Background: an optimization exercise with open tools, aiming at small area and a short achievable clock period. Do not read the settings as production practice.
Where RTL was checked, it was by simulation tests only, not by an equivalence proof against the original.
Function not checked in runs 1 to 4: the RTL went through the layout flow alone.
Power and IR drop assume default switching activity.

--- design/flow/design.v ---
module SdOai22(input wire a1, a2, b1, b2, output wire y);
   assign y = ~((a1 | a2) & (b1 | b2));
endmodule
module SdNand4(input wire a, b, c, d, output wire y);
   assign y = ~(a & b & c & d);
endmodule
module SdNand2(input wire a, b, output wire y);
   assign y = ~(a & b);
endmodule
module SdNor4(input wire a, b, c, d, output wire y);
   assign y = ~(a | b | c | d);
endmodule
module SdNor3(input wire a, b, c, output wire y);
   assign y = ~(a | b | c);
endmodule
module SdNor2(input wire a, b, output wire y);
   assign y = ~(a | b);
endmodule
module SdNand3(input wire a, b, c, output wire y);
   assign y = ~(a & b & c);
endmodule
module SdAnd2(input wire a, b, output wire y);
   assign y = a & b;
endmodule
module SdInv(input wire a, output wire y);
   assign y = ~a;
endmodule
module SimpleRamDecode(
   input wire cs0_i,
   input wire [24:0] addr_i,
   input wire write_i,             
   input wire reset_i,             
   output wire inwin_o,
   output wire [31:0] wsel_o,
   output wire [31:0] rsel_n_o
);
   wire [4:0] g;
   SdNor4 g0(.a(cs0_i), .b(addr_i[24]), .c(addr_i[23]), .d(addr_i[22]), .y(g[0]));
   SdNor4 g1(.a(addr_i[21]), .b(addr_i[20]), .c(addr_i[19]), .d(addr_i[18]), .y(g[1]));
   SdNor4 g2(.a(addr_i[17]), .b(addr_i[16]), .c(addr_i[15]), .d(addr_i[14]), .y(g[2]));
   SdNor4 g3(.a(addr_i[12]), .b(addr_i[11]), .c(addr_i[10]), .d(addr_i[9]), .y(g[3]));
   SdNor3 g4(.a(addr_i[8]), .b(addr_i[7]), .c(addr_i[6]), .y(g[4]));
   wire h1, h2;
   SdNand3 h1g(.a(g[0]), .b(g[1]), .c(g[2]), .y(h1));
   SdNand3 h2g(.a(g[3]), .b(g[4]), .c(addr_i[13]), .y(h2));
   SdNor2 inw(.a(h1), .b(h2), .y(inwin_o));
   wire reset_n, wr, wr_n;         
   SdInv rinv(.a(reset_i), .y(reset_n));
   SdNor2 wrg(.a(reset_n), .b(write_i), .y(wr));
   SdInv wrinv(.a(wr), .y(wr_n));
   wire [5:1] an;
   genvar i;
   generate
      for (i = 1; i <= 5; i = i + 1) begin : ainv
         SdInv inv(.a(addr_i[i]), .y(an[i]));
      end
   endgenerate
   wire [7:0] d3n, pb, rb;
   generate
      for (i = 0; i < 8; i = i + 1) begin : pre3
         SdNor3 r(.a(i & 4 ? an[5] : addr_i[5]), .b(i & 2 ? an[4] : addr_i[4]),
                  .c(i & 1 ? an[3] : addr_i[3]), .y(rb[i]));
         SdNand3 n(.a(i & 4 ? addr_i[5] : an[5]), .b(i & 2 ? addr_i[4] : an[4]),
                   .c(i & 1 ? addr_i[3] : an[3]), .y(d3n[i]));
         SdNor3 w(.a(wr_n), .b(d3n[i]), .c(h1), .y(pb[i]));
      end
   endgenerate
   wire [3:0] pa, ra;
   generate
      for (i = 0; i < 4; i = i + 1) begin : pre2
         SdNor3 w(.a(i & 2 ? an[2] : addr_i[2]), .b(i & 1 ? an[1] : addr_i[1]), .c(h2), .y(pa[i]));
         SdNor2 r(.a(i & 2 ? an[2] : addr_i[2]), .b(i & 1 ? an[1] : addr_i[1]), .y(ra[i]));
      end
   endgenerate
   generate
      for (i = 0; i < 32; i = i + 1) begin : sel
         SdAnd2 w(.a(pa[i & 3]), .b(pb[i >> 2]), .y(wsel_o[i]));
         SdNand2 r(.a(ra[i & 3]), .b(rb[i >> 2]), .y(rsel_n_o[i]));
      end
   endgenerate
endmodule
module SimpleRam(
   input wire clk_i,
   input wire [31:0] wsel_i,       
   input wire rd_i,                
   input wire clr_i,               
   input wire [31:0] rsel_n_i,     
   input wire [15:0] data_i,
   output reg [15:0] data_o
);
   reg [15:0] storage[31:0];
   genvar w;
   generate
      for (w = 0; w < 32; w = w + 1) begin : wr
         always @ (posedge clk_i)
            if (wsel_i[w])
               storage[w] <= data_i;
      end
   endgenerate
   wire [15:0] word;
   genvar b, g;
   generate
      for (b = 0; b < 16; b = b + 1) begin : bits
         wire [31:0] col;
         wire [15:0] p;
         wire [7:0] q;
         wire [1:0] r;
         for (g = 0; g < 32; g = g + 1) begin : words
            assign col[g] = storage[g][b];
         end
         for (g = 0; g < 16; g = g + 1) begin : pairs
            SdOai22 oai(.a1(col[2*g]), .a2(rsel_n_i[2*g]), .b1(col[2*g+1]), .b2(rsel_n_i[2*g+1]),
                        .y(p[g]));
         end
         for (g = 0; g < 8; g = g + 1) begin : quads
            SdNor2 nor2(.a(p[2*g]), .b(p[2*g+1]), .y(q[g]));
         end
         SdNand4 n0(.a(q[0]), .b(q[1]), .c(q[2]), .d(q[3]), .y(r[0]));
         SdNand4 n1(.a(q[4]), .b(q[5]), .c(q[6]), .d(q[7]), .y(r[1]));
         SdNor3 clr(.a(r[0]), .b(r[1]), .c(clr_i), .y(word[b]));
      end
   endgenerate
   always @ (posedge clk_i)
   begin
      if (rd_i)
         data_o <= word;
   end
endmodule
`timescale 1ns / 1ps
module simple_debug(
   input wire [15:0] data_i,
   output wire [15:0] data_o,
   input wire [24:0] addr_i,
   input wire read_i,
   input wire write_i,
   input wire [1:0] cs_i,
   input wire clk_i,
   input wire reset_i,
   input wire irq_i,
   output wire irq_o,
   output wire [4:0] leds_o
);
   reg stage_1, stage_2, stage_3;
   reg [15:0] counter;
   reg [15:0] data_q;
   reg irq;
   reg led;
   wire chip_select = cs_i[0] & cs_i[1];
   wire [25:0] a = {cs_i[0], addr_i};
   wire ram_accessed;
   wire [31:0] wsel, rsel_n;
   SimpleRamDecode DEC(.cs0_i(cs_i[0]), .addr_i(addr_i), .write_i(write_i), .reset_i(reset_i),
                       .inwin_o(ram_accessed), .wsel_o(wsel), .rsel_n_o(rsel_n));
   wire clear_irq = (a == 26'h0);
   wire access = ~stage_2 & stage_3;
   wire [15:0] ram_d;
   SimpleRam RAM0(.clk_i(clk_i),
                  .wsel_i(wsel),
                  .rd_i(~reset_i | (~read_i & ram_accessed)),
                  .clr_i(~reset_i),
                  .rsel_n_i(rsel_n),
                  .data_i(data_i),
                  .data_o(ram_d));
   assign data_o = data_q;
   assign irq_o = irq;
   assign leds_o = {led, irq_i, counter[15], counter[0], 1'b1};
   always @ (posedge clk_i)
   begin
      if (!reset_i)
      begin
         counter <= 0;
         stage_3 <= 0;
         stage_2 <= 0;
         stage_1 <= 0;
         data_q <= 0;
         irq <= 0;
      end
      else
      begin
         if (&counter)
            irq <= 1;
         counter <= counter + 1;
         stage_3 <= stage_2;
         stage_2 <= stage_1;
         stage_1 <= chip_select;
         if (access)
         begin
            if (!read_i)
               data_q <= ram_accessed ? ram_d : (addr_i[15:0] | {15'b0, cs_i[0]});
            if (!write_i && !ram_accessed)
            begin
               if (clear_irq)
                  irq <= data_i[0];
               else
                  led <= data_i[0];
            end
         end
      end
   end
endmodule
--- design/flow/flow/run.sh ---
#!/bin/bash
# The standard layout, with the port buffers inserted as buf_2 cells
# instead of the default delay-cell buffers. The whole make output goes to
# standard.log; each ORFS step also writes its own log under orfs/logs.
set -euo pipefail
bash standard.sh "BUFFER_PORTS_ARGS=-buffer_cell sky130_fd_sc_hd__buf_2" finish > standard.log 2>&1
--- design/flow/standard.sh ---
#!/bin/bash
# synth_recipe.tcl (not shown) runs the flow's synth.tcl, then flattens the netlist and writes it again
# the make line also repeats each setting of config.mk as NAME=value (left out here)
make -C /OpenROAD-flow-scripts/flow DESIGN_CONFIG=/design/flow/config.mk WORK_HOME=/design/flow/orfs CLKGATE_MAP_FILE= SYNTH_SCRIPT=/design/flow/synth_recipe.tcl "${@:-finish}"
--- design/flow/config.mk ---
export PLATFORM = sky130hd
export DESIGN_NAME = simple_debug
export DESIGN_NICKNAME = simple_debug
export VERILOG_FILES = /design/flow/design.v
export SDC_FILE = /design/flow/constraint.sdc
export NUM_CORES = 4
export LEC_CHECK = 0
export CAP_MARGIN = 20
export CORE_MARGIN = 2
export CORE_UTILIZATION = 40
export CTS_CLUSTER_DIAMETER = 100
export CTS_CLUSTER_SIZE = 24
export PLACE_DENSITY = 0.72
export SETUP_SLACK_MARGIN = 1.2
export SLEW_MARGIN = 20
export SYNTH_HIERARCHICAL = 1
--- design/flow/constraint.sdc ---
create_clock -name core_clock -period 3.0 [get_ports {clk_i}]
set_input_delay 0.6000 -clock core_clock [delete_from_list [all_inputs] [get_ports {clk_i}]]
set_output_delay 0.6000 -clock core_clock [all_outputs]
set_load 0.01 [all_outputs]
==> results.py, run 1 <==
metrics = {
    "place": {
        "io_buffers": 66,
        "dp_slack_ps": 113,
        "placed_area_sq_um": 22200,
        "dp_cells": 2010,
        "place_hpwl_microns": 31500,
        "gp_congestion": 0.913,
    },
    "final_layout": {
        "register_area_sq_um": 16600,
        "layout.cells.non_filler": 2109,
        "final_layout_size_suffix_gt1_share_pct": 25.3,
        "multi_input_area_sq_um": 5120,
        "fillCellCount": 4121,
        "fin_area_sq_um": 24600,
        "layout.nets": 1457,
        "antenna_cells": 0,
        "area_growth_pct": 18.9,
        "utilization_pct": 48.0,
    },
    "pwr": {
        "comb_power_share_pct": 5.1,
        "p_sw_share_pct": 21.4,
        "pwr-share-clk_pct": 30.5,
        "totalPowerFinal_mw": 13.4,
        "pwr_density_cell_nw_per_um2": 547,
        "sequentialPowerShare_pct": 64.4,
        "power.switching_mw": 2.87,
        "p_int_mw": 10.6,
        "ir_worst_vdd_uv": 441,
        "power_leakage_nw": 7.58,
    },
    "yosys": {
        "synth_area_leaders": "edfxtp_1, o22ai_1, dfxtp_1",
        "syn_inst": 1255,
        "ys_seq_area_share_pct": 80.4,
        "yosys_register_bits": 565,
        "yosys_warnings": 9,
        "synth_area_per_cell_sq_um": 16.5,
        "netlist_area_sq_um": 20600,
        "synth_top_cell_by_area": "edfxtp_1",
        "syn_nets": 1304,
        "synth_top_area_share_pct": 76.9,
        "yosysUniqueCellTypes": 40,
    },
    "global_route": {
        "grt_max_degree": 48,
        "grt_use_total_pct": 18.7,
        "grt_pass1_vias": 11800,
        "grt-ovfl-total": 0,
        "grt_pass1_wl_microns": 74800,
        "antenna_found_initial": 0,
    },
    "clocking": {
        "numCtsBuffers": 27,
        "ctsRootBufferMaster": "clkbuf_16",
        "htreeDepth": 1,
        "numClockSinks": 565,
        "cts_max_path_buffers": 3,
        "cts_tree": "yes",
        "post_cts_hold_buffer_count": 0,
        "clk_pin_slew_ps": 100,
        "clock_latency_ps": 610,
    },
    "min_path": {
        "hold_depth": 2,
        "hp-class": "in2reg",
    },
    "critical_path": {
        "worstRegToRegCells": 4,
        "crit_path_end_kind": "register",
        "start_kind": "primary input",
        "critPathArrivalTime_ps": 2170,
        "critical_path_class": "in2reg",
        "worstPathRequired_ps": 3340,
        "crit_fanout": 11,
    },
    "die": {
        "core.rowCount": 83,
        "core-area_sq_um": 51200,
        "dieWidth_microns": 231,
        "start_util_pct": 40.3,
        "io_pins": 70,
        "die_y_microns": 231,
        "die-area_sq_um": 53500,
    },
    "route": {
        "drt_wl_total_microns": 54000,
        "vias": 12500,
        "first_pass_iters": 5,
        "drt-initial-drc-count": 1572,
        "wl_per_cell_microns": 25.6,
        "ant_nets": 0,
        "drc": 0,
        "routed_via_density": 5.95,
    },
    "sta": {
        "slew_viol_final": 0,
        "fin_tns_setup_ps": 0,
        "worstMarginPinSlew_ps": 821,
        "rsz0062_at_grt": "yes",
        "max_freq_mhz": 545,
        "fin_skew_ps": 29.3,
        "setup_slack_ps": 1170,
        "holdWs_ps": 268,
        "post-route-min-period_ps": 1830,
        "hold_violations": 0,
        "fin_crit_sh_pct": 61.2,
        "setup-violations-final": 0,
        "relSlewSlack_pct": 45.3,
    },
    "flow_run": {
        "maxCapViolCount": 0,
    },
    "outcome": {
        "status": "no timing/DRC/antenna violations",
    },
}
[power groups by stage]
stage	Clock, mW	Sequential [mW]	Combinational [mW]
2_1_floorplan	0	8.82	0.209
3_3_place_gp	0	8.83	0.504
3_5_place_dp	0	8.83	0.523
4_1_cts	4.08	8.65	0.596
5_1_grt	4.33	8.66	0.713
6_report	4.09	8.65	0.686
[flip-flops by register name, indices dropped and copies added, names as in the netlist]
register	count
irq	1
RAM0.data_o	16
data_q	16
counter	16
stage_1	1
stage_3	1
led	1
stage_2	1
RAM0.storage	512
[synthesized netlist by cell type]
cell	n
nor4b_1	1
dfxtp_1	36
nor3b_1	1
nor4_1	8
nor3_2	37
a21oi_1	5
or2_2	1
o32ai_1	1
a211oi_1	15
or4_1	1
nor4_2	4
nor3_1	1
inv_1	13
edfxtp_1	529
and3_2	1
or3_2	2
or3_1	3
nor2_1	161
nand2_1	39
buf_4	5
nand4b_1	1
clkbuf_1	6
conb_1	1
o31a_1	1
ha_1	1
mux2i_1	16
nand3_4	1
buf_2	1
o21ai_0	7
buf_1	1
and3_1	1
o21a_1	1
and2_1	36
xor2_1	3
nand3_1	14
o311a_1	1
xnor2_1	6
nand4_1	36
o22ai_1	256
or4_4	1
[area by class of cell]
cell class                 count  share of cell area [%]
inverter                      13                   0.285
multi-input combinational    674                    20.9
tap                          680                    3.47
timing repair buffer         127                    4.55
sequential                   565                    67.7
clock inverter                 2                   0.102
clock buffer                  48                    3.07
[worst max-delay path: stages]
cell	delay, ps
buf_16	130
clkinvlp_4	140
buf_4	160
nor3_4	210
buf_12	210
nand2_8	100
o22ai_1	210
nor2_1	110
nand4_1	200
nor3_2	80
[modules after synthesis (local to each module, per instance), a selection]
module	cell area [sq um]	times used	flip-flops and latches	cells inside
SdNor3	10.0	37	0	1
SdNand3	5.00	10	0	1
SdNor4	12.5	4	0	1
SdNand2	3.75	32	0	1
SdNor2	3.75	134	0	1
SimpleRam	15900	1	528	528
SdOai22	6.26	256	0	1
SdNand4	6.26	32	0	1
simple_debug	1670	1	37	183
SdInv	3.75	7	0	1
[worst paths after layout]
check                         end       start  slack, ps
setup / recovery  RAM0.data_o[10]   addr_i[5]       1170
setup reg to reg      counter[11]  counter[4]       1300
hold reg to reg           stage_2     stage_1        450
hold / removal            stage_1     cs_i[1]        270
[timing repair]
item | in CTS | in global routing
cloned | 0 | 10
pin swaps | 27 | 41
setup endpoints to repair | 356 | 169
setup buffers | 26 | 13
resized for setup | 84 | 106
[layer usage]
metal	track usage [%]	share of wire (%)
met4	6.39	3.1
met1	26.1	39
met3	3.85	11
met2	29.1	47
met5	0	0
[cells by family (layout without fill, tap and decap cells)]
kind of cell / count (synthesis) / count (layout) / synth area share (%)
AOI/OAI and AO/OA: 287 / 287 / 8.76
xor gates and xnor gates: 9 / 9 / 0.382
adders and majority gates: 1 / 1 / 0.0606
buffers and inverters: 26 / 190 / 0.570
DFF: 565 / 565 / 80.4
muxes: 16 / 16 / 0.776
other: 1 / 1 / 0.0182
and+or+nand+nor: 350 / 360 / 9.02
[cells in the final DEF, fill, tap and decap left out, types with 5 or more instances in the layout]
| cell type | netlist | final |
|---|---|---|
| a211oi_1 | 15 | 15 |
| a21oi_1 | 5 | 5 |
| and2_4 | 0 | 32 |
| buf_12 | 0 | 18 |
| buf_2 | 1 | 61 |
| buf_4 | 5 | 33 |
| buf_6 | 0 | 9 |
| buf_8 | 0 | 5 |
| clkbuf_1 | 6 | 21 |
| clkbuf_16 | 0 | 27 |
| dfxtp_1 | 36 | 32 |
| edfxtp_1 | 529 | 529 |
| inv_1 | 13 | 6 |
| mux2i_1 | 16 | 16 |
| nand2_1 | 39 | 6 |
| nand2_2 | 0 | 6 |
| nand2_4 | 0 | 14 |
| nand2_8 | 0 | 23 |
| nand3_1 | 14 | 12 |
| nand4_1 | 36 | 36 |
| nor2_1 | 161 | 137 |
| nor2_2 | 0 | 21 |
| nor3_2 | 37 | 25 |
| nor3_4 | 0 | 12 |
| nor4_1 | 8 | 8 |
| o21ai_0 | 7 | 6 |
| o22ai_1 | 256 | 212 |
| o22ai_2 | 0 | 33 |
| o22ai_4 | 0 | 11 |
| xnor2_1 | 6 | 6 |
==> inputs of run 2 (changes only) <==
--- a/design/flow/config.mk
+++ b/design/flow/config.mk
@@ -10,7 +10,7 @@
 export CORE_UTILIZATION = 40
 export CTS_CLUSTER_DIAMETER = 100
 export CTS_CLUSTER_SIZE = 24
-export PLACE_DENSITY = 0.72
+export PLACE_DENSITY = 0.68
 export SETUP_SLACK_MARGIN = 1.2
 export SLEW_MARGIN = 20
 export SYNTH_HIERARCHICAL = 1
==> run 2 against run 1 <==
Die area stayed put. Final cell count is 0.95% higher. Register-to-register slack improved by 20 ps. Worst hold slack lost 21 ps. Clock-buffer cell count is the same. Cell area up 0.69%. Setup slack lost 77 ps. Global-route usage increased by 0.90 points. Combinational power rose by 0.6%. Total power shrank 0.38%. Area after synthesis unchanged. Clock skew shrank 6.3 ps. Critical path type unchanged. Critical endpoint is now RAM0.data_o[6].
==> results.py, run 2 <==
metrics = {
    "yosys": {
        "synth_edf_count": 529,
        "synth_top_cell_by_area": "edfxtp_1",
        "syn_inst": 1255,
        "synth_area_per_cell_sq_um": 16.5,
        "yosysMostFrequentCell": "edfxtp_1",
        "ys_seq_area_share_pct": 80.4,
        "yosys_most_used_dff": "edfxtp_1",
        "netlist_area_sq_um": 20600,
        "yosys_warnings": 9,
        "synth_top_area_share_pct": 76.9,
        "yosysUniqueCellTypes": 40,
        "synthTopCellsByCount": "edfxtp_1, o22ai_1, nor2_1, nand2_1, nor3_2",
        "synth_area_leaders": "edfxtp_1, o22ai_1, dfxtp_1",
        "yosys_register_bits": 565,
        "syn_nets": 1304,
        "async_reset_ff_share_pct": 0,
    },
    "critical_path": {
        "r2r_end": "counter[11]",
        "crit_path_end_kind": "register",
        "cp-startpoint": "addr_i[4]",
        "r2r-start": "counter[6]",
        "cpLargestDelayFamily": "simple AND/OR/NAND/NOR gates",
        "crit_end": "RAM0.data_o[6]",
        "crit_fanout": 6,
        "start_kind": "primary input",
        "critPathArrivalTime_ps": 2310,
        "worstRegToRegCells": 4,
        "cp_cell_sequence": "buf_8, clkinvlp_4, buf_6, nor3_4, buf_12, buf_12, nand2_8, buf_8, o22ai_4, nor2_2, nand4_1, nor3_2",
        "max_stage_delay_ps": 340,
        "cp_num_buf_inv": 6,
        "critPathSlowestCell": "nor3_2",
        "critical_path_class": "in2reg",
        "cp.depth": 12,
        "worstPathRequired_ps": 3400,
        "r2r_slack_ps": 1320,
    },
    "sta": {
        "max_freq_mhz": 523,
        "fin_tns_setup_ps": 0,
        "setup-violations-final": 0,
        "fin_crit_sh_pct": 63.7,
        "rsz0062_at_grt": "yes",
        "setup_slack_ps": 1090,
        "fin_skew_ps": 23.0,
        "post-route-min-period_ps": 1910,
        "worstMarginPinSlew_ps": 809,
        "slew_viol_final": 0,
        "hold_violations": 0,
        "relSlewSlack_pct": 46.1,
        "holdWs_ps": 247,
    },
    "global_route": {
        "grt_max_degree": 35,
        "antenna_found_initial": 0,
        "grt_pass1_vias": 12000,
        "grt_pass1_wl_microns": 78000,
        "grt-ovfl-total": 0,
        "grt_use_total_pct": 19.6,
    },
    "pwr": {
        "pwr-share-clk_pct": 30.2,
        "power_leakage_nw": 7.73,
        "pwr_density_cell_nw_per_um2": 541,
        "p_int_mw": 10.6,
        "ir_worst_vdd_uv": 386,
        "power.switching_mw": 2.81,
        "sequentialPowerShare_pct": 64.6,
        "p_sw_share_pct": 21.0,
        "comb_power_share_pct": 5.2,
        "totalPowerFinal_mw": 13.4,
    },
    "die": {
        "dieWidth_microns": 231,
        "die_y_microns": 231,
        "core-area_sq_um": 51200,
        "start_util_pct": 40.3,
        "core.rowCount": 83,
        "die-area_sq_um": 53500,
        "io_pins": 70,
    },
    "final_layout": {
        "final_common_cell": "edfxtp_1",
        "top_register": "RAM0.storage",
        "layout.cells.non_filler": 2129,
        "largest_reg_flops": 512,
        "layout.nets": 1478,
        "layout_common_cells": "edfxtp_1, o22ai_1, nor2_1",
        "final_layout_size_suffix_gt1_share_pct": 27.6,
        "antenna_cells": 0,
        "area_growth_pct": 19.7,
        "fillCellCount": 4142,
    },
    "clocking": {
        "post_cts_hold_buffer_count": 0,
        "cts_max_path_buffers": 3,
        "numCtsBuffers": 27,
        "clk_pin_slew_ps": 100,
        "htreeDepth": 1,
        "ctsRootBufferMaster": "clkbuf_16",
        "clock_latency_ps": 580,
        "numClockSinks": 565,
        "cts_tree": "yes",
    },
    "flow_run": {
        "maxCapViolCount": 0,
    },
    "route": {
        "drt_wl_total_microns": 54800,
        "first_pass_iters": 5,
        "drc": 0,
        "routed_via_density": 5.91,
        "drt-initial-drc-count": 1478,
        "ant_nets": 0,
        "wl_per_cell_microns": 25.8,
        "vias": 12600,
    },
    "place": {
        "dp_cells": 2015,
        "dp_slack_ps": 115,
        "place_hpwl_microns": 32300,
        "io_buffers": 66,
        "gp_congestion": 0.852,
    },
    "outcome": {
        "status": "no timing/DRC/antenna violations",
    },
    "min_path": {
        "hp-class": "in2reg",
    },
}
[run 2: cell counts after synthesis]
Identical to the previous run, type by type.
[run 2: power groups by stage]
stage	combinational [mW]	sequential [mW]	clock, mW
after floorplan	0.209	8.82	0
after global placement	0.523	8.83	0
after detailed placement	0.539	8.83	0
after CTS	0.630	8.65	4.06
after global routing	0.723	8.65	4.33
final	0.690	8.65	4.04
[run 2: per-layer routing]
layer	share of wire [%]	GRT usage [%]
met1	39	27.2
met4	2.9	6.09
met2	48	31.8
met5	0	0
met3	10	3.09
[run 2: layout make-up]
class,instances,area [sq um],area share [%]
inverters,13,70.1,0.283
clock buffers,48,754,3.05
flip-flops and latches,565,16600,67.2
clock inverters,1,16.3,0.0658
multi-input cells,670,5100,20.6
repair buffers,152,1320,5.35
well taps,680,851,3.44
[run 2: cells by family after synthesis]
group / Yosys count / synth area share (%)
AO/OA/AOI/OAI: 287 / 8.76
XOR/XNOR: 9 / 0.382
adder cells (fa/ha/maj): 1 / 0.0606
buffers and inverters: 26 / 0.570
flip-flops: 565 / 80.4
multiplexers: 16 / 0.776
other: 1 / 0.0182
AND/OR/NAND/NOR: 350 / 9.02
[run 2: how the worst min path moves through the flow]
stage	from	end	depth (start not counted)
floorplan	stage_1	stage_2	1
global placement	stage_1	stage_2	1
detailed placement	stage_1	stage_2	1
CTS	cs_i[1]	stage_1	2
global route	cs_i[1]	stage_1	2
finish	cs_i[1]	stage_1	2
[run 2: repair_timing]
| item | in CTS | in global routing |
|---|---|---|
| setup endpoints to repair | 389 | 470 |
| pin swaps | 44 | 77 |
| endpoints found under the hold margin | 0 | 0 |
| resized for setup | 112 | 104 |
| gates cloned | 1 | 5 |
| buffers inserted | 32 | 27 |
[run 2: per-module statistics from Yosys (local to each module, per instance), a selection]
module / times used / flip-flops and latches / cell area (sq um) / cells
SdNand3: 10 / 0 / 5.00 / 1
simple_debug: 1 / 37 / 1670 / 183
SdAnd2: 32 / 0 / 6.26 / 1
SimpleRam: 1 / 528 / 15900 / 528
SdNand4: 32 / 0 / 6.26 / 1
SdNor4: 4 / 0 / 12.5 / 1
SdNand2: 32 / 0 / 3.75 / 1
SdNor2: 134 / 0 / 3.75 / 1
SdOai22: 256 / 0 / 6.26 / 1
SdNor3: 37 / 0 / 10.0 / 1
SdInv: 7 / 0 / 3.75 / 1
[run 2: per-stage QoR]
stage	util [%]	area (sq um)
after floorplan	-	21000
after global placement	43.5	22300
after detailed placement	43.5	22300
after CTS	46.9	24000
after global routing	48.3	24700
final	48.3	24700
==> inputs of run 3 (changes only) <==
--- a/design/flow/design.v
+++ b/design/flow/design.v
@@ -58,10 +58,9 @@
    wire [7:0] d3n, pb, rb;
    generate
       for (i = 0; i < 8; i = i + 1) begin : pre3
-         SdNor3 r(.a(i & 4 ? an[5] : addr_i[5]), .b(i & 2 ? an[4] : addr_i[4]),
-                  .c(i & 1 ? an[3] : addr_i[3]), .y(rb[i]));
          SdNand3 n(.a(i & 4 ? addr_i[5] : an[5]), .b(i & 2 ? addr_i[4] : an[4]),
                    .c(i & 1 ? addr_i[3] : an[3]), .y(d3n[i]));
+         SdInv r(.a(d3n[i]), .y(rb[i]));
          SdNor3 w(.a(wr_n), .b(d3n[i]), .c(h1), .y(pb[i]));
       end
    endgenerate
==> run 3 against run 2 <==
Flip-flop and latch count did not move. Combinational power down 11%. Critical path type unchanged. Still clean. Highest routed layer is now met5. Global-route usage decreased by 1.1 points.
==> results.py, run 3 <==
metrics = {
    "yosys": {
        "synth_edf_count": 529,
        "synth_top_cell_by_area": "edfxtp_1",
        "synthTopCellsByCount": "edfxtp_1, o22ai_1, nor2_1, nand2_1",
        "synth_top_family_by_area": "compound AO/OA/AOI/OAI gates",
        "yosysMostFrequentCell": "edfxtp_1",
        "syn_inst": 1255,
        "yosys_most_used_dff": "edfxtp_1",
        "synthAdderAreaFrac_pct": 0.0607,
        "yosys_warnings": 9,
        "synth-xor-area-share_pct": 0.383,
        "syn_nets": 1304,
        "synth_area_per_cell_sq_um": 16.4,
        "async_reset_ff_share_pct": 0,
        "yosysUniqueCellTypes": 40,
        "synthSimpleGateAreaFrac_pct": 8.65,
        "ys_seq_area_share_pct": 80.6,
        "netlist_area_sq_um": 20600,
        "synth_compound_area_share_pct": 8.78,
        "synth_mux_area_share_pct": 0.777,
        "synth_top_area_share_pct": 77.1,
        "yosys_register_bits": 565,
        "synth_area_leaders": "edfxtp_1, o22ai_1, dfxtp_1",
    },
    "die": {
        "core.rowCount": 83,
        "dieWidth_microns": 231,
        "die_y_microns": 231,
        "core-area_sq_um": 51100,
        "start_util_pct": 40.3,
        "die-area_sq_um": 53300,
        "io_pins": 70,
    },
    "pwr": {
        "power_leakage_nw": 7.58,
        "comb_power_share_pct": 4.6,
        "power.switching_mw": 2.75,
        "p_sw_share_pct": 20.7,
        "totalPowerFinal_mw": 13.3,
        "sequentialPowerShare_pct": 65.2,
        "ir_worst_vdd_uv": 307,
        "p_int_mw": 10.5,
        "pwr_density_cell_nw_per_um2": 554,
        "pwr-share-clk_pct": 30.2,
    },
    "critical_path": {
        "r2r_end": "counter[11]",
        "start_kind": "primary input",
        "worstPathRequired_ps": 3250,
        "crit_end": "RAM0.storage[13][10]",
        "crit_path_end_kind": "register",
        "r2r-start": "counter[3]",
        "critical_path_class": "in2reg",
        "worstRegToRegCells": 4,
        "critPathArrivalTime_ps": 2140,
        "cp-startpoint": "addr_i[11]",
        "crit_fanout": 16,
        "r2r_slack_ps": 1310,
    },
    "global_route": {
        "grt_pass1_wl_microns": 74300,
        "grt_pass1_vias": 11600,
        "grt_use_total_pct": 18.4,
        "grt_max_degree": 39,
        "grt-ovfl-total": 0,
        "antenna_found_initial": 2,
    },
    "route": {
        "drt-initial-drc-count": 1254,
        "drc": 0,
        "ant_nets": 0,
        "wl_per_cell_microns": 24.0,
        "first_pass_iters": 5,
        "drt_wl_total_microns": 50600,
        "vias": 12100,
        "routed_via_density": 5.77,
    },
    "final_layout": {
        "antenna_cells": 0,
        "final_common_cell": "edfxtp_1",
        "fin_area_sq_um": 24000,
        "largest_reg_flops": 512,
        "top_register": "RAM0.storage",
        "area_growth_pct": 16.4,
        "layout.nets": 1455,
        "layout_common_cells": "edfxtp_1, o22ai_1, nor2_1",
        "utilization_pct": 46.9,
        "layout.cells.non_filler": 2106,
        "final_layout_size_suffix_gt1_share_pct": 23.4,
        "fillCellCount": 4315,
    },
    "clocking": {
        "ctsRootBufferMaster": "clkbuf_16",
        "numCtsBuffers": 27,
        "clk_pin_slew_ps": 90,
        "cts_max_path_buffers": 3,
        "cts_tree": "yes",
        "post_cts_hold_buffer_count": 0,
        "htreeDepth": 1,
        "numClockSinks": 565,
        "clock_latency_ps": 580,
    },
    "sta": {
        "fin_tns_setup_ps": 0,
        "rsz0062_at_grt": "yes",
        "worstMarginPinSlew_ps": 790,
        "slew_viol_final": 0,
        "fin_skew_ps": 17.9,
        "post-route-min-period_ps": 1890,
        "max_freq_mhz": 530,
        "relSlewSlack_pct": 47.3,
        "setup-violations-final": 0,
        "hold_violations": 0,
        "fin_crit_sh_pct": 62.8,
    },
    "min_path": {
        "hp-class": "in2reg",
    },
    "place": {
        "place_hpwl_microns": 31300,
        "io_buffers": 66,
        "gp_congestion": 0.851,
        "placed_area_sq_um": 22100,
        "dp_cells": 2007,
    },
    "outcome": {
        "status": "no timing/DRC/antenna violations",
    },
    "flow_run": {
        "maxCapViolCount": 0,
    },
}
-- run 3: changes by cell type after synthesis, sizes merged --
cell,change
inv,+8
nor3,-8
-- run 3: through the flow --
stage               hold slack, ps  setup slack [ps]
global placement               425               335
finish                         278              1110
global route                   269              1080
detailed placement             431               302
floorplan                      412               742
CTS                            255              1170
-- run 3: cell type report --
cell class                 instances  area (sq um)  share of cell area (%)
inverter                          21           120                   0.501
sequential                       565         16600                    69.3
multi-input combinational        658          4630                    19.3
timing repair buffer             133          1000                    4.17
clock buffer                      48           754                    3.15
clock inverter                     1          16.3                  0.0678
tap                              680           851                    3.55
-- run 3: worst min path at each step --
| stage | startpoint | endpoint | slack, ps | cells past startpoint |
|---|---|---|---|---|
| final | cs_i[1] | stage_1 | 280 | 2 |
| after global routing | cs_i[1] | stage_1 | 270 | 2 |
| after CTS | cs_i[1] | stage_1 | 260 | 2 |
| after detailed placement | stage_1 | stage_2 | 430 | 1 |
| after global placement | stage_1 | stage_2 | 430 | 1 |
| after floorplan | stage_1 | stage_2 | 410 | 1 |
-- run 3: critical path, cell delays in order --
cell     delay (ps)
buf_2           130
nor4_4          320
nand3_4         200
nor3_2          270
buf_4           250
and2_4          350
-- run 3: logic make-up (layout without fill, tap and decap cells) --
group,Yosys count,in the layout
DFF,565,565
and+or+nand+nor,342,344
AOI/OAI and AO/OA,287,287
buffers and inverters,34,203
muxes,16,16
xor gates and xnor gates,9,9
adders and majority gates,1,1
other,1,1
-- run 3: modules after synthesis (local to each module, per instance), excerpt --
module	times used	cells inside	area, sq um
SdAnd2	32	1	6.26
SdInv	15	1	3.75
SdNand2	32	1	3.75
SdNand3	10	1	5.00
SdNand4	32	1	6.26
SdNor2	134	1	3.75
SdNor3	29	1	10.0
SdNor4	4	1	12.5
SdOai22	256	1	6.26
SimpleRam	1	528	15900
simple_debug	1	183	1670
-- run 3: routing by layer --
metal / global-route usage, % / vias to the layer above / wire, microns
met5: 0 / - / 21
met4: 3.85 / 4 / 901
met3: 2.15 / 60 / 4320
met2: 30.0 / 564 / 24300
met1: 26.8 / 6150 / 21000
li1: - / 5366 / -
-- run 3: repair_timing --
action | in CTS | in global routing
setup endpoints to repair | 337 | 294
gates cloned | 0 | 2
resized for setup | 81 | 57
pin swaps | 33 | 21
buffers inserted | 39 | 9
-- run 3: power groups by stage --
stage          sequential, mW  combinational [mW]  clock, mW
2_1_floorplan            8.82               0.202          0
3_3_place_gp             8.83               0.491          0
3_5_place_dp             8.83               0.503          0
4_1_cts                  8.65               0.575       4.05
5_1_grt                  8.66               0.647       4.34
6_report                 8.65               0.613       4.01
==> inputs of run 4 (changes only) <==
--- a/design/flow/config.mk
+++ b/design/flow/config.mk
@@ -10,7 +10,7 @@
 export CORE_UTILIZATION = 40
 export CTS_CLUSTER_DIAMETER = 100
 export CTS_CLUSTER_SIZE = 24
-export PLACE_DENSITY = 0.68
+export PLACE_DENSITY = 0.75
 export SETUP_SLACK_MARGIN = 1.2
 export SLEW_MARGIN = 20
 export SYNTH_HIERARCHICAL = 1
==> run 4 against run 3 <==
Fmax rose by 0.66%. Non-clock buffer count rose by 12. Still clean on timing, DRC and antenna. Setup slack improved by 12 ps. Sequential power barely moved. Core utilization rose by 0.65 points. Synthesized cell count did not move. Flip-flop and latch count did not move. Sequential share of layout area fell by 0.96 points. Via count rose by 5.1%.
==> results.py, run 4 <==
metrics = {
    "place": {
        "gp_congestion": 0.887,
        "place_hpwl_microns": 32300,
        "dp_slack_ps": 135,
        "io_buffers": 66,
        "placed_area_sq_um": 22100,
        "dp_cells": 2002,
    },
    "die": {
        "io_pins": 70,
        "die_y_microns": 231,
        "dieWidth_microns": 231,
        "die-area_sq_um": 53300,
        "core-area_sq_um": 51100,
        "start_util_pct": 40.3,
        "core.rowCount": 83,
    },
    "sta": {
        "slew_viol_final": 0,
        "fin_tns_setup_ps": 0,
        "worstMarginPinSlew_ps": 829,
        "hold_violations": 0,
        "holdWs_ps": 265,
        "fin_crit_sh_pct": 62.4,
        "rsz0062_at_grt": "yes",
        "fin_skew_ps": 39.8,
        "post-route-min-period_ps": 1870,
        "relSlewSlack_pct": 44.8,
        "setup-violations-final": 0,
        "setup_slack_ps": 1130,
        "max_freq_mhz": 534,
    },
    "clocking": {
        "clk_pin_slew_ps": 90,
        "post_cts_hold_buffer_count": 0,
        "numCtsBuffers": 27,
        "numClockSinks": 565,
        "cts_max_path_buffers": 3,
        "htreeDepth": 1,
        "cts_tree": "yes",
        "ctsRootBufferMaster": "clkbuf_16",
        "clock_latency_ps": 600,
    },
    "global_route": {
        "grt_pass1_wl_microns": 76400,
        "grt-ovfl-total": 0,
        "grt_use_total_pct": 19.0,
        "antenna_found_initial": 4,
        "grt_pass1_vias": 11900,
        "grt_max_degree": 38,
    },
    "min_path": {
        "hp-class": "in2reg",
        "hold_end": "stage_1",
        "min_from": "cs_i[1]",
        "hold_depth": 2,
    },
    "final_layout": {
        "area_growth_pct": 18.0,
        "fin_area_sq_um": 24300,
        "final_layout_size_suffix_gt1_share_pct": 24.3,
        "layout.cells.non_filler": 2126,
        "top_register": "RAM0.storage",
        "largest_reg_flops": 512,
        "layout_common_cells": "edfxtp_1, o22ai_1, nor2_1",
        "layout.nets": 1473,
        "final_common_cell": "edfxtp_1",
        "utilization_pct": 47.6,
    },
    "pwr": {
        "p_sw_share_pct": 21.1,
        "power.switching_mw": 2.83,
        "pwr_density_cell_nw_per_um2": 550,
        "power_leakage_nw": 7.68,
        "comb_power_share_pct": 4.9,
        "ir_worst_vdd_uv": 412,
        "sequentialPowerShare_pct": 64.7,
        "pwr-share-clk_pct": 30.4,
        "p_int_mw": 10.6,
        "totalPowerFinal_mw": 13.4,
    },
    "critical_path": {
        "r2r-start": "counter[2]",
        "worstRegToRegCells": 4,
        "cp-startpoint": "addr_i[1]",
        "start_kind": "primary input",
        "r2r_end": "counter[15]",
        "r2r_slack_ps": 1290,
        "worstPathRequired_ps": 3310,
        "critical_path_class": "in2reg",
        "crit_path_end_kind": "register",
        "crit_fanout": 9,
        "critPathArrivalTime_ps": 2190,
    },
    "route": {
        "drt_wl_total_microns": 53500,
        "vias": 12800,
        "drt-initial-drc-count": 1760,
        "wl_per_cell_microns": 25.1,
        "drc": 0,
        "routed_via_density": 6.00,
        "ant_nets": 0,
        "first_pass_iters": 7,
    },
    "yosys": {
        "synth-xor-area-share_pct": 0.383,
        "synth_area_leaders": "edfxtp_1, o22ai_1, dfxtp_1",
        "async_reset_ff_share_pct": 0,
        "syn_nets": 1304,
        "synth_edf_count": 529,
        "synthTopCellsByCount": "edfxtp_1, o22ai_1, nor2_1, nand2_1",
        "yosysUniqueCellTypes": 40,
        "yosys_warnings": 9,
        "synthAdderAreaFrac_pct": 0.0607,
        "synth_mux_area_share_pct": 0.777,
        "synth_area_per_cell_sq_um": 16.4,
        "netlist_area_sq_um": 20600,
        "synth_compound_area_share_pct": 8.78,
        "synth_top_family_by_area": "compound AO/OA/AOI/OAI gates",
        "yosysMostFrequentCell": "edfxtp_1",
        "synth_top_area_share_pct": 77.1,
        "yosys_most_used_dff": "edfxtp_1",
        "syn_inst": 1255,
        "synth_top_cell_by_area": "edfxtp_1",
        "yosys_register_bits": 565,
        "synthSimpleGateAreaFrac_pct": 8.65,
        "ys_seq_area_share_pct": 80.6,
    },
    "flow_run": {
        "maxCapViolCount": 0,
    },
    "outcome": {
        "status": "no timing/DRC/antenna violations",
    },
}
[run 4: changes by cell type in the layout (fill, tap and decap cells not counted), sizes merged]
cell and change:
buf +12, nand2 +6, inv -1, clkinvlp +3
diode +1, clkinv -1
[run 4: power by group through the flow]
stage | Clock [mW] | Sequential [mW] | Combinational [mW]
2_1_floorplan | 0 | 8.82 | 0.202
6_report | 4.06 | 8.65 | 0.661
3_3_place_gp | 0 | 8.83 | 0.484
4_1_cts | 4.06 | 8.65 | 0.585
5_1_grt | 4.34 | 8.66 | 0.687
3_5_place_dp | 0 | 8.83 | 0.501
[run 4: final cells by class]
class	instances	area (sq um)
Fill cell	4143	26800
Sequential cell	565	16600
Multi-Input combinational cell	664	4780
Timing Repair Buffer	145	1180
Tap cell	680	851
Clock buffer	48	754
Inverter	21	116
Clock inverter	2	25.0
Antenna cell	1	2.50
[run 4: repair_timing]
action                     in CTS  in global routing
pin swaps                      31                 31
resized for setup              88                 63
gates cloned                    2                  6
setup buffers                  37                 28
setup endpoints to repair     140                140
[run 4: logic make-up (layout without fill, tap and decap cells)]
kind of cell	count (synthesis)	in the layout
DFF	565	565
adders and majority gates	1	1
other	1	2
and+or+nand+nor	342	350
muxes	16	16
buffers and inverters	34	216
xor gates and xnor gates	9	9
AOI/OAI and AO/OA	287	287
[run 4: modules after synthesis, one instance, submodules excluded, excerpt]
module        flops+latches  area, sq um
SimpleRam               528        15900
simple_debug             37         1670
SdNor4                    0         12.5
SdNor3                    0         10.0
SdAnd2                    0         6.26
SdNand4                   0         6.26
SdOai22                   0         6.26
SdNand3                   0         5.00
SdInv                     0         3.75
SdNand2                   0         3.75
SdNor2                    0         3.75
[run 4: layer usage]
| metal | vias to the layer above | track usage (%) | share of wire, % |
|---|---|---|---|
| met3 | 87 | 3.45 | 12 |
| met2 | 865 | 30.0 | 47 |
| met1 | 6391 | 26.6 | 38 |
| met4 | 6 | 6.65 | 3.2 |
| li1 | 5416 | - | - |
| met5 | - | 0 | 0.086 |
[run 4: how the worst max path moves through the flow]
stage | end | slack, ps | cells past startpoint
final | RAM0.data_o[0] | 1130 | 11
after global routing | RAM0.data_o[15] | 1110 | 11
after CTS | RAM0.data_o[4] | 1140 | 10
after detailed placement | RAM0.data_o[4] | 130 | 10
after global placement | RAM0.data_o[4] | 210 | 10
after floorplan | RAM0.data_o[0] | 740 | 7
[run 4: critical path: stages]
cell and delay [ps]:
buf_2 140, clkinvlp_4 190, nor2_4 150, buf_12 160, buf_8 130, nand2_4 80, buf_4 160, o22ai_1 170
nor2_2 90, nand4_1 230, nor3_2 90
==> inputs of run 5 (changes only) <==
--- a/design/flow/design.v
+++ b/design/flow/design.v
@@ -111,12 +111,13 @@
             SdOai22 oai(.a1(col[2*g]), .a2(rsel_n_i[2*g]), .b1(col[2*g+1]), .b2(rsel_n_i[2*g+1]),
                         .y(p[g]));
          end
-         for (g = 0; g < 8; g = g + 1) begin : quads
+         for (g = 0; g < 7; g = g + 1) begin : quads
             SdNor2 nor2(.a(p[2*g]), .b(p[2*g+1]), .y(q[g]));
          end
+         SdNor3 clr(.a(p[14]), .b(p[15]), .c(clr_i), .y(q[7]));
          SdNand4 n0(.a(q[0]), .b(q[1]), .c(q[2]), .d(q[3]), .y(r[0]));
          SdNand4 n1(.a(q[4]), .b(q[5]), .c(q[6]), .d(q[7]), .y(r[1]));
-         SdNor3 clr(.a(r[0]), .b(r[1]), .c(clr_i), .y(word[b]));
+         SdNor2 out(.a(r[0]), .b(r[1]), .y(word[b]));
       end
    endgenerate
    always @ (posedge clk_i)
--- a/design/flow/config.mk
+++ b/design/flow/config.mk
@@ -10,7 +10,7 @@
 export CORE_UTILIZATION = 40
 export CTS_CLUSTER_DIAMETER = 100
 export CTS_CLUSTER_SIZE = 24
-export PLACE_DENSITY = 0.75
+export PLACE_DENSITY = 0.72
 export SETUP_SLACK_MARGIN = 1.2
 export SLEW_MARGIN = 20
 export SYNTH_HIERARCHICAL = 1
==> run 5 against run 4 <==
Sequential share of layout area up 2.4 points. Area after synthesis unchanged. Largest power group unchanged. Register-to-register slack barely moved. Synthesized cell count is the same. Cell area shrank 3.3%. First-iteration DRC count is 4.0% lower. Still clean on timing, DRC and antenna. Critical path type unchanged. Non-clock buffer count is 46 lower. Total power shrank 0.64%. Setup slack better by 29 ps.
==> results.py, run 5 <==
metrics = {
    "outcome": {
        "status": "no timing/DRC/antenna violations",
    },
    "die": {
        "core.rowCount": 83,
        "dieWidth_microns": 231,
        "die_y_microns": 231,
        "die-area_sq_um": 53300,
        "start_util_pct": 40.3,
        "io_pins": 70,
        "core-area_sq_um": 51100,
    },
    "critical_path": {
        "critPathSlowestCell": "buf_2",
        "crit_path_end_kind": "register",
        "cp_num_buf_inv": 4,
        "cp_cell_sequence": "buf_2, inv_2, nand3_2, clkinvlp_4, buf_4, nand2_4, o22ai_1, nor2_2, nand4_1, nor2_1",
        "critPathArrivalTime_ps": 2310,
        "max_stage_delay_ps": 220,
        "cpLargestDelayFamily": "simple AND/OR/NAND/NOR gates",
        "critical_path_class": "in2reg",
        "start_kind": "primary input",
        "worstPathRequired_ps": 3470,
        "crit_fanout": 8,
        "r2r_slack_ps": 1300,
    },
    "yosys": {
        "synth_top_area_share_pct": 77.1,
        "yosys_most_used_dff": "edfxtp_1",
        "synth_compound_area_share_pct": 8.78,
        "synth_area_leaders": "edfxtp_1, o22ai_1, dfxtp_1",
        "netlist_area_sq_um": 20600,
        "yosys_warnings": 9,
        "synthTopCellsByCount": "edfxtp_1, o22ai_1, nor2_1, nand2_1",
        "syn_nets": 1304,
        "yosysMostFrequentCell": "edfxtp_1",
        "synth-xor-area-share_pct": 0.383,
        "ys_seq_area_share_pct": 80.6,
        "synth_mux_area_share_pct": 0.777,
        "syn_inst": 1255,
        "synth_top_cell_by_area": "edfxtp_1",
        "synth_area_per_cell_sq_um": 16.4,
        "synth_edf_count": 529,
        "yosys_register_bits": 565,
        "synth_top_family_by_area": "compound AO/OA/AOI/OAI gates",
        "synthAdderAreaFrac_pct": 0.0607,
        "yosysUniqueCellTypes": 40,
        "async_reset_ff_share_pct": 0,
        "synthSimpleGateAreaFrac_pct": 8.65,
    },
    "route": {
        "drc": 0,
        "routed_via_density": 5.85,
        "first_pass_iters": 7,
        "drt-initial-drc-count": 1689,
        "vias": 12100,
        "wl_per_cell_microns": 24.5,
        "drt_wl_total_microns": 50700,
        "ant_nets": 0,
    },
    "sta": {
        "relSlewSlack_pct": 46.9,
        "worstMarginPinSlew_ps": 797,
        "fin_tns_setup_ps": 0,
        "setup-violations-final": 0,
        "max_freq_mhz": 542,
        "rsz0062_at_grt": "yes",
        "fin_skew_ps": 36.0,
        "hold_violations": 0,
        "holdWs_ps": 237,
        "fin_crit_sh_pct": 61.5,
        "slew_viol_final": 0,
        "post-route-min-period_ps": 1840,
    },
    "place": {
        "gp_congestion": 0.857,
        "place_hpwl_microns": 31200,
        "io_buffers": 66,
    },
    "clocking": {
        "cts_tree": "yes",
        "numClockSinks": 565,
        "clk_pin_slew_ps": 100,
        "numCtsBuffers": 27,
        "post_cts_hold_buffer_count": 0,
        "htreeDepth": 1,
        "cts_max_path_buffers": 3,
        "clock_latency_ps": 600,
        "ctsRootBufferMaster": "clkbuf_16",
    },
    "global_route": {
        "grt_pass1_wl_microns": 73600,
        "grt_pass1_vias": 11400,
        "grt_use_total_pct": 18.4,
        "antenna_found_initial": 1,
        "grt_max_degree": 35,
        "grt-ovfl-total": 0,
    },
    "final_layout": {
        "final_common_cell": "edfxtp_1",
        "area_growth_pct": 14.1,
        "fillCellCount": 4278,
        "multi_input_area_sq_um": 4470,
        "largest_reg_flops": 512,
        "layout_common_cells": "edfxtp_1, o22ai_1, nor2_1",
        "layout.nets": 1420,
        "final_layout_size_suffix_gt1_share_pct": 20.3,
        "register_area_sq_um": 16600,
        "utilization_pct": 46.0,
        "antenna_cells": 0,
        "top_register": "RAM0.storage",
    },
    "pwr": {
        "totalPowerFinal_mw": 13.3,
        "pwr_density_cell_nw_per_um2": 565,
        "ir_worst_vdd_uv": 621,
        "power_leakage_nw": 7.37,
    },
    "flow_run": {
        "maxCapViolCount": 0,
    },
    "min_path": {
        "hp-class": "in2reg",
    },
}
-- run 5: cell counts after synthesis --
Identical to the previous run, type by type.
-- run 5: path summary, 6_finish.rpt --
check | from | cells past startpoint | end
setup / recovery | addr_i[5] | 10 | RAM0.data_o[12]
setup reg to reg | counter[0] | 5 | irq
hold / removal | cs_i[1] | 2 | stage_1
hold reg to reg | counter[0] | 1 | counter[0]
-- run 5: through the flow --
stage | cell area (sq um) | setup WS (ps) | cells
finish | 23500 | 1160 | 2072
global route | 23500 | 1150 | 2072
CTS | 23200 | 1190 | 2061
detailed placement | 22100 | 271 | 2001
global placement | 22100 | 319 | 2001
floorplan | 20900 | 742 | 1255
-- run 5: what timing repair did --
action	CTS	global route
setup buffers	10	10
gates resized for setup	40	59
setup endpoints to repair	123	250
cloned	0	1
pin swaps	9	20
-- run 5: power breakdown --
part	internal [mW]	switching [mW]
clock	1.73	2.34
combinational	0.149	0.415
sequential	8.63	0.0316
-- run 5: routing by layer --
layer | global-route usage, % | vias up | wire (microns) | part of all wire [%]
met5 | 0 | - | 13 | 0.026
met4 | 3.99 | 2 | 948 | 1.9
met3 | 4.42 | 64 | 5900 | 12
met2 | 28.3 | 660 | 23300 | 46
met1 | 26.7 | 6096 | 20600 | 41
li1 | - | 5294 | - | -
-- run 5: cell families (layout without fill, tap and decap cells) --
| logic type | count (synthesis) | in the layout |
|---|---|---|
| and+or+nand+nor | 342 | 343 |
| muxes | 16 | 16 |
| other | 1 | 1 |
| DFF | 565 | 565 |
| xor gates and xnor gates | 9 | 9 |
| adders and majority gates | 1 | 1 |
| AOI/OAI and AO/OA | 287 | 287 |
| buffers and inverters | 34 | 170 |
-- run 5: layout make-up --
| type | instances | area share [%] |
|---|---|---|
| flip-flops and latches | 565 | 70.7 |
| multi-input cells | 657 | 19.0 |
| well taps | 680 | 3.62 |
| clock buffers | 48 | 3.21 |
| repair buffers | 99 | 2.97 |
| inverters | 21 | 0.420 |
| clock inverters | 2 | 0.106 |
-- run 5: modules after synthesis (local to each module, per instance), a selection --
module / flops+latches / area, sq um / cells inside / copies in the design
SimpleRam: 528 / 15900 / 528 / 1
SdNor4: 0 / 12.5 / 1 / 4
SdNor3: 0 / 10.0 / 1 / 29
SdNand4: 0 / 6.26 / 1 / 32
SdAnd2: 0 / 6.26 / 1 / 32
SdOai22: 0 / 6.26 / 1 / 256
SdNand3: 0 / 5.00 / 1 / 10
SdNand2: 0 / 3.75 / 1 / 32
SdNor2: 0 / 3.75 / 1 / 134
SdInv: 0 / 3.75 / 1 / 15
==> inputs of run 6 (changes only) <==
--- a/design/flow/config.mk
+++ b/design/flow/config.mk
@@ -10,7 +10,7 @@
 export CORE_UTILIZATION = 40
 export CTS_CLUSTER_DIAMETER = 100
 export CTS_CLUSTER_SIZE = 24
-export PLACE_DENSITY = 0.72
+export PLACE_DENSITY = 0.68
 export SETUP_SLACK_MARGIN = 1.2
 export SLEW_MARGIN = 20
 export SYNTH_HIERARCHICAL = 1
==> run 6 against run 5 <==
Total power fell by 0.15%. Flip-flop and latch count is the same. Cell area is 0.29% lower. Final cell count up 0.34%. Sequential power is essentially flat. Largest cell class unchanged. Highest routed layer unchanged.
==> results.py, run 6 <==
metrics = {
    "outcome": {
        "status": "no timing/DRC/antenna violations",
    },
    "clocking": {
        "clk_pin_slew_ps": 100,
        "post_cts_hold_buffer_count": 0,
        "cts_tree": "yes",
        "htreeDepth": 1,
        "ctsRootBufferMaster": "clkbuf_16",
        "clock_latency_ps": 580,
        "cts_max_path_buffers": 3,
        "numCtsBuffers": 27,
        "numClockSinks": 565,
    },
    "die": {
        "io_pins": 70,
        "start_util_pct": 40.3,
        "die_y_microns": 231,
        "core-area_sq_um": 51100,
        "die-area_sq_um": 53300,
        "dieWidth_microns": 231,
        "core.rowCount": 83,
    },
    "critical_path": {
        "worstPathRequired_ps": 3430,
        "critPathSlowestCell": "nand4_1",
        "critPathArrivalTime_ps": 2210,
        "crit_path_end_kind": "register",
        "r2r-start": "counter[0]",
        "crit_top_cell": "nor2_1",
        "crit_fanout": 7,
        "worstRegToRegCells": 5,
        "cp-startpoint": "addr_i[5]",
        "cp_num_buf_inv": 4,
        "cp.depth": 10,
        "max_stage_delay_ps": 330,
        "cp_cell_sequence": "buf_4, inv_2, nand3_4, clkinvlp_4, buf_12, nand2_4, o22ai_1, nor2_1, nand4_1, nor2_1",
        "critical_path_class": "in2reg",
        "r2r_end": "irq",
        "cpLargestDelayFamily": "simple AND/OR/NAND/NOR gates",
        "start_kind": "primary input",
        "r2r_slack_ps": 1280,
        "crit_end": "RAM0.data_o[8]",
    },
    "yosys": {
        "synth_top_family_by_area": "compound AO/OA/AOI/OAI gates",
        "yosys_most_used_dff": "edfxtp_1",
        "synthAdderAreaFrac_pct": 0.0607,
        "synth-xor-area-share_pct": 0.383,
        "ys_seq_area_share_pct": 80.6,
        "synth_top_area_share_pct": 77.1,
        "synth_mux_area_share_pct": 0.777,
        "synth_area_per_cell_sq_um": 16.4,
        "yosys_register_bits": 565,
        "netlist_area_sq_um": 20600,
        "synth_top_cell_by_area": "edfxtp_1",
        "yosysUniqueCellTypes": 40,
        "syn_inst": 1255,
        "synth_area_leaders": "edfxtp_1, o22ai_1, dfxtp_1",
        "synthTopCellsByCount": "edfxtp_1, o22ai_1, nor2_1, nand2_1",
        "synthSimpleGateAreaFrac_pct": 8.65,
        "async_reset_ff_share_pct": 0,
        "synth_edf_count": 529,
        "syn_nets": 1304,
        "synth_compound_area_share_pct": 8.78,
        "yosys_warnings": 9,
        "yosysMostFrequentCell": "edfxtp_1",
    },
    "final_layout": {
        "utilization_pct": 45.9,
        "largest_reg_flops": 512,
        "area_growth_pct": 13.8,
        "final_layout_size_suffix_gt1_share_pct": 19.9,
        "final_common_cell": "edfxtp_1",
        "top_register": "RAM0.storage",
        "antenna_cells": 0,
        "layout_common_cells": "edfxtp_1, o22ai_1, nor2_1",
        "layout.nets": 1428,
        "fillCellCount": 4400,
        "layout.cells.non_filler": 2079,
    },
    "global_route": {
        "grt-ovfl-total": 0,
        "grt_pass1_wl_microns": 71900,
        "antenna_found_initial": 6,
        "grt_pass1_vias": 11400,
        "grt_max_degree": 35,
        "grt_use_total_pct": 17.9,
    },
    "sta": {
        "hold_violations": 0,
        "worstMarginPinSlew_ps": 808,
        "fin_skew_ps": 19.8,
        "slew_viol_final": 0,
        "max_freq_mhz": 560,
        "relSlewSlack_pct": 46.1,
        "fin_crit_sh_pct": 59.5,
        "setup-violations-final": 0,
        "post-route-min-period_ps": 1790,
        "setup_slack_ps": 1210,
        "rsz0062_at_grt": "yes",
        "fin_tns_setup_ps": 0,
    },
    "pwr": {
        "pwr_density_cell_nw_per_um2": 566,
        "power_leakage_nw": 7.45,
        "ir_worst_vdd_uv": 451,
    },
    "route": {
        "first_pass_iters": 5,
        "vias": 11900,
        "routed_via_density": 5.74,
        "ant_nets": 0,
        "drt_wl_total_microns": 49000,
        "drc": 0,
        "drt-initial-drc-count": 1361,
        "wl_per_cell_microns": 23.6,
    },
    "flow_run": {
        "maxCapViolCount": 0,
    },
    "place": {
        "dp_cells": 2004,
        "gp_congestion": 0.865,
        "io_buffers": 66,
        "dp_slack_ps": 243,
        "place_hpwl_microns": 30500,
    },
    "min_path": {
        "hp-class": "in2reg",
    },
}
## run 6: per-layer routing
| layer | global-route usage [%] | share of wire [%] | vias up |
|---|---|---|---|
| met5 | 0 | 0.11 | - |
| met4 | 4.25 | 1.7 | 12 |
| met3 | 2.99 | 8.9 | 54 |
| met2 | 28.3 | 46 | 540 |
| met1 | 26.1 | 43 | 6018 |
| li1 | - | - | 5312 |
## run 6: Yosys stat by module (local to each module, per instance), excerpt
| module | area, sq um | cells inside |
|---|---|---|
| SdNand2 | 3.75 | 1 |
| SdNor3 | 10.0 | 1 |
| simple_debug | 1670 | 183 |
| SdNand3 | 5.00 | 1 |
| SdNor4 | 12.5 | 1 |
| SimpleRam | 15900 | 528 |
| SdOai22 | 6.26 | 1 |
| SdNand4 | 6.26 | 1 |
| SdAnd2 | 6.26 | 1 |
| SdInv | 3.75 | 1 |
| SdNor2 | 3.75 | 1 |
## run 6: cells by family (layout without fill, tap and decap cells)
logic type               Yosys count  after routing
XOR/XNOR                           9              9
AO/OA/AOI/OAI                    287            287
other                              1              1
AND/OR/NAND/NOR                  342            344
flip-flops                       565            565
buffers and inverters             34            176
multiplexers                      16             16
adder cells (fa/ha/maj)            1              1
## run 6: layout make-up
type	count	area [sq um]	share of cell area [%]
sequential	565	16600	70.8
multi-input combinational	658	4370	18.7
tap	680	851	3.63
clock buffer	48	754	3.22
timing repair buffer	106	744	3.18
inverter	21	97.6	0.416
clock inverter	1	16.3	0.0694
## run 6: per-stage QoR
stage | hold WS [ps] | total power [mW] | area (sq um)
after floorplan | 412 | 9.01 | 20900
after detailed placement | 435 | 9.32 | 22100
after CTS | 255 | 13.3 | 23300
after global placement | 425 | 9.30 | 22100
final | 270 | 13.3 | 23400
after global routing | 305 | 13.6 | 23400
## run 6: worst min path at each step
stage             from      end  slack, ps  cells after the start
2_1_floorplan  stage_1  stage_2        410                      1
3_3_place_gp   stage_1  stage_2        430                      1
3_5_place_dp   stage_1  stage_2        440                      1
4_1_cts        cs_i[1]  stage_1        260                      2
5_1_grt        cs_i[1]  stage_1        310                      2
6_report       cs_i[1]  stage_1        270                      2
## run 6: what timing repair did
| item | CTS | global route |
|---|---|---|
| setup endpoints to repair | 270 | 198 |
| pin swaps | 24 | 12 |
| gates cloned | 2 | 0 |
| gates resized for setup | 50 | 30 |
| setup buffers | 23 | 1 |
## run 6: report_power, final
part	internal (mW)	switching, mW
combinational	0.144	0.399
sequential	8.63	0.0247
clock	1.73	2.35
==> inputs of run 7 (changes only) <==
--- a/design/flow/config.mk
+++ b/design/flow/config.mk
@@ -10,6 +10,7 @@
 export CORE_UTILIZATION = 40
 export CTS_CLUSTER_DIAMETER = 100
 export CTS_CLUSTER_SIZE = 24
+export GPL_ROUTABILITY_DRIVEN = 0
 export PLACE_DENSITY = 0.68
 export SETUP_SLACK_MARGIN = 1.2
 export SLEW_MARGIN = 20
==> run 7 against run 6 <==
Register-to-register slack barely moved. Fmax did not move. Total power did not move. Flip-flop and latch count did not move. Largest cell class unchanged. Highest routed layer unchanged.
==> results.py, run 7 <==
metrics = {
    "outcome": {
        "status": "no timing/DRC/antenna violations",
    },
    "critical_path": {
        "worstPathRequired_ps": 3430,
        "r2r_slack_ps": 1280,
        "crit_fanout": 7,
        "start_kind": "primary input",
        "critPathSlowestCell": "nand4_1",
        "max_stage_delay_ps": 330,
        "crit_top_cell": "nor2_1",
        "critical_path_class": "in2reg",
        "crit_path_end_kind": "register",
        "critPathArrivalTime_ps": 2210,
        "cp_cell_sequence": "buf_4, inv_2, nand3_4, clkinvlp_4, buf_12, nand2_4, o22ai_1, nor2_1, nand4_1, nor2_1",
    },
    "yosys": {
        "synth_top_area_share_pct": 77.1,
        "synth-xor-area-share_pct": 0.383,
        "yosys_register_bits": 565,
        "yosysMostFrequentCell": "edfxtp_1",
        "synthTopCellsByCount": "edfxtp_1, o22ai_1, nor2_1, nand2_1",
        "yosys_warnings": 9,
        "synth_area_leaders": "edfxtp_1, o22ai_1, dfxtp_1",
        "synthAdderAreaFrac_pct": 0.0607,
        "synthSimpleGateAreaFrac_pct": 8.65,
        "syn_nets": 1304,
        "yosysUniqueCellTypes": 40,
        "netlist_area_sq_um": 20600,
        "synth_top_family_by_area": "compound AO/OA/AOI/OAI gates",
        "yosys_most_used_dff": "edfxtp_1",
        "async_reset_ff_share_pct": 0,
        "synth_compound_area_share_pct": 8.78,
        "synth_edf_count": 529,
        "synth_top_cell_by_area": "edfxtp_1",
        "ys_seq_area_share_pct": 80.6,
        "synth_area_per_cell_sq_um": 16.4,
        "synth_mux_area_share_pct": 0.777,
        "syn_inst": 1255,
    },
    "sta": {
        "fin_crit_sh_pct": 59.5,
        "relSlewSlack_pct": 46.1,
        "slew_viol_final": 0,
        "setup-violations-final": 0,
        "post-route-min-period_ps": 1790,
        "rsz0062_at_grt": "yes",
        "hold_violations": 0,
        "max_freq_mhz": 560,
        "fin_tns_setup_ps": 0,
        "fin_skew_ps": 19.8,
        "worstMarginPinSlew_ps": 808,
    },
    "die": {
        "core-area_sq_um": 51100,
        "die_y_microns": 231,
        "io_pins": 70,
        "die-area_sq_um": 53300,
        "core.rowCount": 83,
        "start_util_pct": 40.3,
        "dieWidth_microns": 231,
    },
    "min_path": {
        "hp-class": "in2reg",
    },
    "final_layout": {
        "final_common_cell": "edfxtp_1",
        "layout_common_cells": "edfxtp_1, o22ai_1, nor2_1",
        "final_layout_size_suffix_gt1_share_pct": 19.9,
        "area_growth_pct": 13.8,
        "antenna_cells": 0,
        "largest_reg_flops": 512,
        "layout.nets": 1428,
        "fillCellCount": 4400,
        "top_register": "RAM0.storage",
        "fin_area_sq_um": 23400,
    },
    "clocking": {
        "ctsRootBufferMaster": "clkbuf_16",
        "clk_pin_slew_ps": 100,
        "htreeDepth": 1,
        "cts_tree": "yes",
        "numCtsBuffers": 27,
        "numClockSinks": 565,
        "cts_max_path_buffers": 3,
        "clock_latency_ps": 580,
    },
    "global_route": {
        "grt_max_degree": 35,
        "grt_use_total_pct": 17.9,
        "grt-ovfl-total": 0,
        "grt_pass1_wl_microns": 71900,
        "antenna_found_initial": 6,
        "grt_pass1_vias": 11400,
    },
    "pwr": {
        "ir_worst_vdd_uv": 451,
        "totalPowerFinal_mw": 13.3,
        "pwr_density_cell_nw_per_um2": 566,
        "power_leakage_nw": 7.45,
    },
    "place": {
        "place_hpwl_microns": 30500,
        "io_buffers": 66,
        "placed_area_sq_um": 22100,
    },
    "route": {
        "vias": 11900,
        "drt_wl_total_microns": 49000,
        "wl_per_cell_microns": 23.6,
        "drt-initial-drc-count": 1361,
        "first_pass_iters": 5,
        "ant_nets": 0,
        "drc": 0,
        "routed_via_density": 5.74,
    },
    "flow_run": {
        "maxCapViolCount": 0,
    },
}
run 7: per-module statistics from Yosys (local to each module, per instance), excerpt:
module / flops+latches / copies in the design / cells / area [sq um]
SdAnd2: 0 / 32 / 1 / 6.26
SdNor4: 0 / 4 / 1 / 12.5
SdNand4: 0 / 32 / 1 / 6.26
SdNand3: 0 / 10 / 1 / 5.00
SdOai22: 0 / 256 / 1 / 6.26
SimpleRam: 528 / 1 / 528 / 15900
run 7: what timing repair did:
action,CTS,global route
buffers inserted,23,1
cloned,2,0
hold buffers,0,0
resized for setup,50,30
pin swaps,24,12
setup endpoints to repair,270,198
run 7: power breakdown:
group / leakage, nW / internal [mW] / total [mW] / switching (mW)
combinational: 2.02 / 0.144 / 0.544 / 0.399
sequential: 5.06 / 8.63 / 8.65 / 0.0247
clock: 0.364 / 1.73 / 4.08 / 2.35
total: 7.45 / 10.5 / 13.3 / 2.77
run 7: path summary, 6_finish.rpt:
check,from,endpoint,depth (start not counted)
worst max-delay path,addr_i[5],RAM0.data_o[8],10
worst min-delay path,cs_i[1],stage_1,2
worst max register to register,counter[0],irq,5
worst min register to register,stage_1,stage_2,1
run 7: cell families after synthesis:
group / after synthesis
XOR/XNOR: 9
AO/OA/AOI/OAI: 287
flip-flops: 565
multiplexers: 16
buffers and inverters: 34
AND/OR/NAND/NOR: 342
adder cells (fa/ha/maj): 1
other: 1
run 7: final cells by class:
cell class                 count  area [sq um]  area share (%)
inverter                      21          97.6           0.416
sequential                   565         16600            70.8
timing repair buffer         106           744            3.18
multi-input combinational    658          4370            18.7
tap                          680           851            3.63
clock inverter                 1          16.3          0.0694
clock buffer                  48           754            3.22
run 7: per-stage QoR:
step	worst slack (ps)	utilization, %	cells	hold WS, ps
4_1_cts	1200	45.7	2078	255
5_1_grt	1150	45.9	2079	305
3_5_place_dp	243	43.3	2004	435
2_1_floorplan	742	-	1255	412
6_report	1210	45.9	2079	270
3_3_place_gp	253	43.3	2004	425
run 7: critical path: cells and delay by family:
kind | cells | cell delay, ps
and+or+nand+nor | 5 | 1000
buffers and inverters | 4 | 500
AOI/OAI and AO/OA | 1 | 100
run 7: routing by layer:
layer | global-route usage [%] | routed length, microns
met1 | 26.1 | 21000
met2 | 28.3 | 22800
met3 | 2.99 | 4340
met4 | 4.25 | 855
met5 | 0 | 53

==> static timing again, ports no longer ideal <==
The results above use ideal ports. As a check the final layouts listed here were re-extracted and re-timed, cells and wires unchanged. Step 1 assumes that a clkbuf_16 drives the clock port and a buf_2 every other input. Step 2 also shifts input and output timing later by t, the mid clock arrival at the registers, as if the neighbouring blocks saw the same clock. Three values: no drivers, after step 1, after step 2; two values: the first two.
run | t, ns | setup slack, ns | worst setup path at the end | pins driven straight from the clock port
run 1 | 0.649 | 1.165 / 1.121 / 0.472 | input to register | 1
run 2 | 0.631 | 1.088 / 1.097 / 0.466 | input to register | 1
run 3 | 0.621 | 1.115 / 1.146 / 0.525 | input to register | 1
run 4 | 0.639 | 1.127 / 1.105 / 0.465 | input to register | 1
run 5 | 0.643 | 1.156 / 1.187 / 0.544 | input to register | 1
run 6 | 0.628 | 1.214 / 1.210 / 0.613 | input to register | 1
run 7 | 0.628 | 1.214 / 1.210 / 0.613 | input to register | 1
After both steps setup and hold are still met in every run listed. The setup slack of run 1, which loses most, moves by -0.044 ns with the drivers and by -0.693 ns with both steps.
